Source: an optimization exercise on an open RTL-to-GDS flow (aim: small area and a short achievable clock period). Production flows keep margins and buffers that such runs may drop.
Only simulation tests tie the RTL to the original design; equivalence was not proved.

==> v12 <==
Design mlt_cplx, start of the top module:
module mlt_cplx(in1, in2, op, clock);
input  [47:0] in1, in2;
input         clock;
output [47:0] op;
wire [23:0] ar = in1[47:24], ai = in1[23:0];
wire [23:0] br = in2[47:24], bi = in2[23:0];
wire [4:0] lz_ar, lz_ai, lz_br, lz_bi, tz_ar, tz_ai, tz_br, tz_bi;
wire [2:0] c_ar, c_ai, c_br, c_bi;
fp_opinfo o_ar (.x(ar), .lz(lz_ar), .tz(tz_ar), .c(c_ar));
fp_opinfo o_ai (.x(ai), .lz(lz_ai), .tz(tz_ai), .c(c_ai));
fp_opinfo o_br (.x(br), .lz(lz_br), .tz(tz_br), .c(c_br));
fp_opinfo o_bi (.x(bi), .lz(lz_bi), .tz(tz_bi), .c(c_bi));
wire [23:0] rr, ii, ri, ir;
fp_mulr m1 (.a(ar), .la(lz_ar), .ta(tz_ar), .ca(c_ar), .b(br), .lb(lz_br), .tb(tz_br), .cb(c_br), .z(rr));
fp_mulr m2 (.a(ai), .la(lz_ai), .ta(tz_ai), .ca(c_ai), .b(bi), .lb(lz_bi), .tb(tz_bi), .cb(c_bi), .z(ii));
fp_mulr m3 (.a(ar), .la(lz_ar), .ta(tz_ar), .ca(c_ar), .b(bi), .lb(lz_bi), .tb(tz_bi), .cb(c_bi), .z(ri));
fp_mulr m4 (.a(ai), .la(lz_ai), .ta(tz_ai), .ca(c_ai), .b(br), .lb(lz_br), .tb(tz_br), .cb(c_br), .z(ir));
reg [23:0] p_rr, p_ii, p_ri, p_ir;
always @(posedge clock) begin
   p_rr <= rr;
   p_ii <= ii;
   p_ri <= ri;
   p_ir <= ir;
end
fp_add #(1) a_re (.a(p_rr), .b(p_ii), .z(op[47:24]));
fp_add #(0) a_im (.a(p_ri), .b(p_ir), .z(op[23:0]));
endmodule
==> flow/config.mk <==
export PLATFORM = sky130hd
export DESIGN_NAME = mlt_cplx
export DESIGN_NICKNAME = mlt_cplx
export VERILOG_FILES = /design/flow/design.v
export SDC_FILE = /design/flow/constraint.sdc
export NUM_CORES = 8
export LEC_CHECK = 0
export CAP_MARGIN = 20
export CORE_MARGIN = 2
export CORE_UTILIZATION = 40
export SLEW_MARGIN = 20
export SYNTH_HIERARCHICAL = 1
==> flow/constraint.sdc <==
create_clock -name core_clock -period 35.0 [get_ports {clock}]
set_input_delay 7.0000 -clock core_clock [delete_from_list [all_inputs] [get_ports {clock}]]
set_output_delay 7.0000 -clock core_clock [all_outputs]
set_load 0.01 [all_outputs]
standard.sh (not shown) runs the stock make flow with config.mk's settings and CLKGATE_MAP_FILE= SYNTH_SCRIPT=/design/flow/synth_recipe.tcl, a recipe that flattens the netlist after the stock synthesis.
==> flow/flow/run.sh <==
#!/bin/bash
# Layout flow for this design.
#  1. Synthesis: the standard flow's own synthesis script (ORFS synth.tcl, hierarchical
#     as set in config.mk), changed so that only the full adders of the
#     multiplier arrays (module fa_cell) are mapped to adder cells; the rest
#     of the logic, except the multiplier arrays (module mul18), is
#     flattened just before ABC, which maps it with flow/abc.script.
#     Yosys's early "abc -fast" pass is skipped so that the adders stay as
#     written.  Registers are untouched, so they keep
#     the names and cell types of the standard synthesis.
#  2. Floorplan to finish: the standard steps (standard.sh).
# Each tool's output goes to a log file of its own in this folder.
set -o pipefail
W=$(pwd)
S=$FLOW_HOME/scripts

# synthesis script
sed -e "s|^source \$::env(SCRIPTS_DIR)/synth_preamble.tcl\$|&\nset abc_args [list -script $W/flow/abc.script {*}\$lib_args {*}\$lib_dont_use_args -constr \$::env(OBJECTS_DIR)/abc.constr]|" \
    -e "s|^\(  *\)extract_fa {\*}\[dont_use_extract_fa_args\]\$|\1extract_fa {*}[dont_use_extract_fa_args] fa_cell|" \
    -e "s|^\(  *\)log_cmd abc {\*}\$abc_args\$|\1setattr -mod -unset keep_hierarchy\n\1setattr -mod -set keep_hierarchy 1 mul18\n\1flatten\n\1hierarchy -top \$::env(DESIGN_NAME)\n\1opt_clean -purge\n&|" \
    $S/synth.tcl > my_synth.tcl
sed -e "s|yosys synth -nofsm -noshare|yosys synth -nofsm -noshare -noabc|" \
    -e "s|^source \$::env(SCRIPTS_DIR)/synth.tcl\$|source $W/my_synth.tcl|" \
    synth_recipe.tcl > my_synth_recipe.tcl
diff $S/synth.tcl my_synth.tcl > my_synth.diff
diff synth_recipe.tcl my_synth_recipe.tcl > my_synth_recipe.diff

# the standard make command, for the synthesis target with the script above
MK=$(grep '^make ' standard.sh | sed -e "s|SYNTH_SCRIPT=[^ ]*|SYNTH_SCRIPT=$W/my_synth_recipe.tcl|" -e 's|"\${@:-finish}"|synth|')
eval "$MK" > synth.log 2>&1 || exit 1

# floorplan to finish: port buffers of plain buffers, and the timing repair
# aiming for extra setup slack (the clock and constraints are unchanged)
export BUFFER_PORTS_ARGS="-buffer_cell sky130_fd_sc_hd__buf_4"
export SETUP_SLACK_MARGIN=$(cat flow/margin.txt)
bash standard.sh > standard.log 2>&1
==> flow/flow/abc.script <==
strash
dch
map -B 0.9
topo
stime -c
buffer -c
upsize -c
dnsize -c
==> flow/flow/margin.txt <==
19.0
==> inputs of v15, as changes to v12 <==
==> flow/flow/margin.txt (replaced) <==
19.5
- PLACE_DENSITY: default -> 0.75
==> impl_metrics.tcl <==
set metrics [dict create \
    status "finished clean" \
    grtUsageMet2 0.446 \
    clock_buffers 9 \
    hpwl_mm 189 \
    crit_path_top_delay_cell "fa_1" \
]
(the above is from v15)
==> impl_metrics.tcl <==
set metrics [dict create \
    crit_path_top_delay_cell "o21ai_0" \
    clock_buffers 10 \
    status "finished clean" \
    hpwl_mm 203 \
]
(the above is from v12)

* * *

==> trial 76: inputs <==
Starting RTL as in the previous note.
Design mlt_cplx, start of the top module:
module mlt_cplx(in1, in2, op, clock);
input  [47:0] in1, in2;
input         clock;
output [47:0] op;
wire [23:0] ar = in1[47:24], ai = in1[23:0];
wire [23:0] br = in2[47:24], bi = in2[23:0];
wire [4:0] lz_ar, lz_ai, lz_br, lz_bi, tz_ar, tz_ai, tz_br, tz_bi;
wire [2:0] c_ar, c_ai, c_br, c_bi;
fp_opinfo o_ar (.x(ar), .lz(lz_ar), .tz(tz_ar), .c(c_ar));
fp_opinfo o_ai (.x(ai), .lz(lz_ai), .tz(tz_ai), .c(c_ai));
fp_opinfo o_br (.x(br), .lz(lz_br), .tz(tz_br), .c(c_br));
fp_opinfo o_bi (.x(bi), .lz(lz_bi), .tz(tz_bi), .c(c_bi));
wire [23:0] rr, ii, ri, ir;
fp_mulr m1 (.a(ar), .la(lz_ar), .ta(tz_ar), .ca(c_ar), .b(br), .lb(lz_br), .tb(tz_br), .cb(c_br), .z(rr));
fp_mulr m2 (.a(ai), .la(lz_ai), .ta(tz_ai), .ca(c_ai), .b(bi), .lb(lz_bi), .tb(tz_bi), .cb(c_bi), .z(ii));
fp_mulr m3 (.a(ar), .la(lz_ar), .ta(tz_ar), .ca(c_ar), .b(bi), .lb(lz_bi), .tb(tz_bi), .cb(c_bi), .z(ri));
fp_mulr m4 (.a(ai), .la(lz_ai), .ta(tz_ai), .ca(c_ai), .b(br), .lb(lz_br), .tb(tz_br), .cb(c_br), .z(ir));
  ...
clock: 35.0 ns
lec_check: 0
cap_margin: 20
core_margin: 2
core_utilization: 40
slew_margin: 20
synth_hierarchical: 1
==> flow/flow/margin.txt <==
20.5
Scripts as last shown in full above: flow/flow/run.sh, flow/flow/abc.script
==> trial 89 (differences from trial 76) <==
==> flow/flow/margin.txt (replaced) <==
18.5
==> trial 72 (differences from trial 76) <==
--- a/flow/flow/run.sh
+++ b/flow/flow/run.sh
@@ -33,3 +33,3 @@
 # aiming for extra setup slack (the clock and constraints are unchanged)
-export BUFFER_PORTS_ARGS="-buffer_cell sky130_fd_sc_hd__buf_4"
+export BUFFER_PORTS_ARGS="-buffer_cell sky130_fd_sc_hd__buf_2"
 export SETUP_SLACK_MARGIN=$(cat flow/margin.txt)
==> flow/flow/margin.txt (replaced) <==
19.5
==> build 53 (differences from trial 76) <==
--- a/flow/flow/run.sh
+++ b/flow/flow/run.sh
@@ -5,6 +5,5 @@
 #     multiplier arrays (module fa_cell) are mapped to adder cells; the rest
-#     of the logic, except the multiplier arrays (module mul18), is
-#     flattened just before ABC, which maps it with flow/abc.script.
-#     Yosys's early "abc -fast" pass is skipped so that the adders stay as
-#     written.  Registers are untouched, so they keep
+#     of the logic is flattened just before ABC, which maps it in one piece
+#     with flow/abc.script.  Yosys's early "abc -fast" pass is skipped so
+#     that the adders stay as written.  Registers are untouched, so they keep
 #     the names and cell types of the standard synthesis.
@@ -19,3 +18,3 @@
     -e "s|^\(  *\)extract_fa {\*}\[dont_use_extract_fa_args\]\$|\1extract_fa {*}[dont_use_extract_fa_args] fa_cell|" \
-    -e "s|^\(  *\)log_cmd abc {\*}\$abc_args\$|\1setattr -mod -unset keep_hierarchy\n\1setattr -mod -set keep_hierarchy 1 mul18\n\1flatten\n\1hierarchy -top \$::env(DESIGN_NAME)\n\1opt_clean -purge\n&|" \
+    -e "s|^\(  *\)log_cmd abc {\*}\$abc_args\$|\1setattr -mod -unset keep_hierarchy\n\1flatten\n\1hierarchy -top \$::env(DESIGN_NAME)\n\1opt_clean -purge\n&|" \
     $S/synth.tcl > my_synth.tcl
==> flow/flow/margin.txt (replaced) <==
17
==> results by group <==
Global routing
  • Met2 Track Usage GR: 48.30%

Die
  • Starting Density: 40.21%
  • DIE AREA: 173,500 sq um

Layout
  • Final Util: 41.64%
  • Fillers: 18.31k

Outcome
  • Outcome: no timing/DRC/antenna violations

Clocking
  • Number of setup buffers added after CTS: 0

Routing
  • 1st-pass router iterations: 8

Setup path
  • WP depth: 49
  • Worst path max stage delay: 0.61 ns
Source of the figures above: build 53

==> results by group <==
Layout
  • Fraction of layout cells with a size suffix above 1: 9.915%
  • NonClk Buf Share: 3.540%
  • Fillers: 18.95k
  • Final Util: 42.97%
  • Multi-input gate area: 64,040 sq um
  • Diode count: 7

Global routing
  • Met2 Track Usage GR: 47.58%

Setup path
  • Crit path DAT: 15.33 ns
  • Worst path max stage delay: 0.64 ns

Synthesis
  • Number of library cell types mapped by synthesis: 81
  • Yosys top cell area share: 30.42%

Die
  • Starting Density: 40.17%
  • DIE AREA: 182,400 sq um

Outcome
  • Outcome: no timing/DRC/antenna violations

Routing
  • 1st-pass router iterations: 9
Source of the figures above: trial 72

==> results by group <==
Outcome
  • Outcome: no timing/DRC/antenna violations

Setup path
  • WP depth: 42
  • CP Class: primary input to flip-flop
  • Worst path max stage delay: 0.74 ns

Die
  • DIE AREA: 182,400 sq um
  • Starting Density: 40.17%

Clocking
  • Clock transition at the registers of the reported paths: 0.08 ns
  • Number of setup buffers added after CTS: 0

Layout
  • Fillers: 19.19k
  • Final Util: 41.64%
  • Inverters: 1,184

Routing
  • 1st-pass router iterations: 6
  • Vias per Instance: 5.442

Global routing
  • Met2 Track Usage GR: 48.20%

Timing
  • Max-slew violations: 0
Source of the figures above: trial 89

==> results by group <==
Outcome
  • Outcome: no timing/DRC/antenna violations

Die
  • Num tapcells: 2,355
  • Starting Density: 40.17%
  • DIE AREA: 182,400 sq um

Clocking
  • Number of setup buffers added after CTS: 149

Setup path
  • WP depth: 57
  • Worst path max stage delay: 0.40 ns

Routing
  • 1st-pass router iterations: 6
  • Met2 WL: 140,400 um

Layout
  • Final Util: 49.69%
  • Fillers: 17.78k

Synthesis
  • Mapped Cells: 11.57k

Global routing
  • Met2 Track Usage GR: 52.62%
Source of the figures above: trial 76

## what the ideal ports hide
Ports are ideal in the flow. The routed layouts listed here were re-timed in OpenROAD.
Step 1 assumes that a clkbuf_16 drives the clock port and a buf_2 every other input.
Step 2, shift: input delay + t, output delay - t, t = (earliest + latest rising clock arrival at the registers) / 2. This alone moves slack from input paths to output paths.
Three values: no drivers, after step 1, after step 2; two values: the first two.
run | shift t [ns] | setup WS [ns] | clock arrival spread, ns | worst data-port slew with drivers (ns) | cell pins on the clock port's net
v12 | 0.425 | 19.635 / 19.595 / 19.170 | 0.013 / 0.014 | 0.16 | 1
v15 | 0.422 | 19.939 / 19.918 / 19.543 | 0.010 / 0.010 | 0.12 | 1
trial 76 | 0.429 | 20.426 / 20.362 / 20.076 | 0.020 / 0.021 | 0.25 | 1
trial 89 | 0.423 | 19.183 / 19.145 / 18.722 | 0.012 / 0.012 | 0.16 | 1
trial 72 | 0.428 | 19.934 / 19.902 / 19.545 | 0.010 / 0.010 | 0.15 | 1
build 53 | 0.409 | 18.035 / 17.995 / 17.586 | 0.008 / 0.008 | 0.24 | 1
After both steps every run listed still meets setup and hold. The setup slack of v12, which loses most, moves by -0.040 ns with the drivers and by -0.465 ns with both steps.
